This design comes from an exercise in tuning for small area on the open sky130 flow, not from production work. Only simulation tests tie the RTL to the original design; equivalence was not proved.

==> v8 <==
## vga_ttop
module vga_ttop(
    input  wire        sys_clk,
    input  wire        sys_rst_n,
    input  wire        btn_next,
    output wire        hsync,
    output wire        vsync,
    output wire [15:0] rgb
);
==> flow/config.mk <==
export PLATFORM = sky130hd
export DESIGN_NAME = vga_ttop
export DESIGN_NICKNAME = vga_ttop
export VERILOG_FILES = /design/flow/design.v
export SDC_FILE = /design/flow/constraint.sdc
export NUM_CORES = 4
export LEC_CHECK = 0
export ABC_AREA = 1
export CAP_MARGIN = 20
export CORE_MARGIN = 2
export CORE_UTILIZATION = 40
export SLEW_MARGIN = 20
==> flow/constraint.sdc <==
create_clock -name core_clock -period 20.0 [get_ports {sys_clk}]
set_input_delay 4.0000 -clock core_clock [delete_from_list [all_inputs] [get_ports {sys_clk}]]
set_output_delay 4.0000 -clock core_clock [all_outputs]
set_load 0.01 [all_outputs]
standard.sh (not shown) runs the stock make flow with config.mk's settings and CLKGATE_MAP_FILE= SYNTH_SCRIPT=/design/flow/synth_recipe.tcl, a recipe that flattens the netlist after the stock synthesis.
==> flow/flow/run.sh <==
#!/bin/bash
# Own layout flow: the standard synthesis; its combinational logic re-mapped for
# area with a few ABC scripts in parallel (flip-flops untouched), keeping the
# smallest netlist; then the standard ORFS layout, with port buffers of the
# smallest buffer and a clock tree without dummy loads.
set -euo pipefail
W=$PWD
R=$W/orfs/results/$FLOW_PLATFORM/vga_ttop/base
LIB=$FLOW_HOME/platforms/$FLOW_PLATFORM/lib/sky130_fd_sc_hd__tt_025C_1v80.lib

bash standard.sh "$R/1_2_yosys.v" > synth.log 2>&1
cp "$R/1_2_yosys.v" std_netlist.v
ln -sf "$LIB" lib.lib
python3 flow/mkmodels.py "$LIB" models.v > models.log 2>&1

for i in 1 2 3 4; do
  mkdir -p reopt$i
  cp flow/area$i.abc reopt$i/area.abc
  (cd reopt$i && yosys -s ../flow/reopt.ys > reopt.log 2>&1) &
done
wait

best=""; best_area=""
for i in 1 2 3 4; do
  a=$(grep 'Chip area' reopt$i/reopt_after.txt 2>/dev/null | head -1 | awk '{print $NF}' || true)
  echo "reopt$i: ${a:-failed}" >> reopt_summary.log
  [ -n "$a" ] && [ -s reopt$i/reopt_netlist.v ] || continue
  if [ -z "$best" ] || awk -v a="$a" -v b="$best_area" 'BEGIN{exit !(a < b)}'; then
    best=$i; best_area=$a
  fi
done
echo "chosen: reopt$best ($best_area)" >> reopt_summary.log
cp reopt$best/reopt_netlist.v "$R/1_2_yosys.v"

export BUFFER_PORTS_ARGS="-buffer_cell sky130_fd_sc_hd__buf_1"
export CTS_ARGS="-sink_clustering_enable -repair_clock_nets -dont_use_dummy_load"
bash standard.sh finish > layout.log 2>&1
==> flow/flow/area1.abc <==
strash
&get -n
&deepsyn -T 20 -I 5
&put
dch -f
amap
topo
==> flow/flow/area2.abc <==
strash
&get -n
&deepsyn -T 30 -I 8
&put
dch -f
amap
topo
==> flow/flow/area3.abc <==
strash
&get -n
&deepsyn -T 60
&put
dch -f
amap
topo
==> flow/flow/area4.abc <==
strash
dch -f
amap
topo
Other scripts of this flow, unchanged in this note and not shown: flow/flow/mkmodels.py, flow/flow/reopt.ys
==> inputs of v2, as changes to v8 <==
--- a/flow/flow/run.sh
+++ b/flow/flow/run.sh
@@ -1,6 +1,6 @@
 #!/bin/bash
 # Own layout flow: the standard synthesis; its combinational logic re-mapped for
-# area with a few ABC scripts in parallel (flip-flops untouched), keeping the
+# area with twelve ABC scripts, four at a time (flip-flops untouched), keeping the
 # smallest netlist; then the standard ORFS layout, with port buffers of the
 # smallest buffer and a clock tree without dummy loads.
 set -euo pipefail
@@ -13,15 +13,17 @@
 ln -sf "$LIB" lib.lib
 python3 flow/mkmodels.py "$LIB" models.v > models.log 2>&1
 
-for i in 1 2 3 4; do
-  mkdir -p reopt$i
-  cp flow/area$i.abc reopt$i/area.abc
-  (cd reopt$i && yosys -s ../flow/reopt.ys > reopt.log 2>&1) &
+for wave in "1 2 3 4" "5 6 7 8" "9 10 11 12"; do
+  for i in $wave; do
+    mkdir -p reopt$i
+    cp flow/area$i.abc reopt$i/area.abc
+    (cd reopt$i && yosys -s ../flow/reopt.ys > reopt.log 2>&1) &
+  done
+  wait
 done
-wait
 
 best=""; best_area=""
-for i in 1 2 3 4; do
+for i in 1 2 3 4 5 6 7 8 9 10 11 12; do
   a=$(grep 'Chip area' reopt$i/reopt_after.txt 2>/dev/null | head -1 | awk '{print $NF}' || true)
   echo "reopt$i: ${a:-failed}" >> reopt_summary.log
   [ -n "$a" ] && [ -s reopt$i/reopt_netlist.v ] || continue
==> flow/flow/area1.abc (replaced) <==
strash
&get -n
&deepsyn -T 20 -I 5
&put
dch -f
amap -A 10 -F 3
topo
==> flow/flow/area10.abc (new file) <==
strash
&get -n
&deepsyn -T 15 -I 7
&put
dch -f
amap -A 10 -F 3
topo
==> flow/flow/area11.abc (new file) <==
strash
&get -n
&deepsyn -T 25 -I 4
&put
dch -f
amap -A 10 -F 3
topo
==> flow/flow/area12.abc (new file) <==
strash
&get -n
&deepsyn -T 20 -I 10
&put
dch -f
amap -A 10 -F 3
topo
==> flow/flow/area2.abc (replaced) <==
strash
&get -n
&deepsyn -T 20 -I 5
&put
dch -f
amap
topo
==> flow/flow/area3.abc (replaced) <==
strash
&get -n
&deepsyn -T 30 -I 8
&put
dch -f
amap -A 10 -F 3
topo
==> flow/flow/area4.abc (replaced) <==
strash
&get -n
&deepsyn -T 60
&put
dch -f
amap -A 10 -F 3
topo
==> flow/flow/area5.abc (new file) <==
strash
&get -n
&deepsyn -T 10 -I 10
&put
dch -f
amap -A 10 -F 3
topo
==> flow/flow/area6.abc (new file) <==
strash
&get -n
&deepsyn -T 30 -I 8
&put
dch -f
amap
topo
==> flow/flow/area7.abc (new file) <==
strash
dch -f
amap -A 10 -F 3
topo
==> flow/flow/area8.abc (new file) <==
strash
&get -n
&deepsyn -T 60
&put
dch -f
amap
topo
==> flow/flow/area9.abc (new file) <==
strash
&get -n
&deepsyn -T 20 -I 5
&put
dch -f
amap -A 20 -F 5
topo
==> flow_summary.json <==
{
  "status": "finished clean",
  "clockBufferDepth": 2,
  "rows": 30,
  "worstHoldPathType": "register to register",
  "cp_num_buf_inv": 4,
  "fin_util_pct": 44.4,
  "stdcell_area_um2": 3000,
  "drive_gt1_share_pct": 0.818,
  "layout_commonest_cell": "nor2_1",
  "num-fill-cells": 742,
  "worstSetupPathType": "register to output pin",
  "clock_buffers": 3,
  "nets": 494,
  "largest_class": "multi-input combinational cells"
}
That was v2.
==> flow_summary.json <==
{
  "status": "finished clean",
  "nets": 494,
  "fin_util_pct": 44.4,
  "clock_buffers": 3,
  "stdcell_area_um2": 3000,
  "rows": 30,
  "worstSetupPathType": "register to output pin",
  "num-fill-cells": 742,
  "largest_class": "multi-input combinational cells"
}
That was v8.

==> what the ideal ports hide <==
No port has a modelled driver above. Below, the same layouts with a new extraction and two added sets of constraints.
Step 1 sets driving cells, clkbuf_16 on the clock port and buf_2 on the other inputs (assumed; they add their load-dependent delay and slew).
Step 2, shift: input delay + t, output delay - t, t = (earliest + latest rising clock arrival at the registers) / 2. This alone moves slack from input paths to output paths.
a / b / c = ideal ports / drivers / drivers and shift; a / b = the first two.
run	shift t [ns]	setup WS [ns]	worst slew at a driven data input, ns
v8	0.295	9.541 / 9.515 / 9.810	0.03
v2	0.295	9.541 / 9.515 / 9.810	0.03
After both steps setup and hold are still met in every run listed.
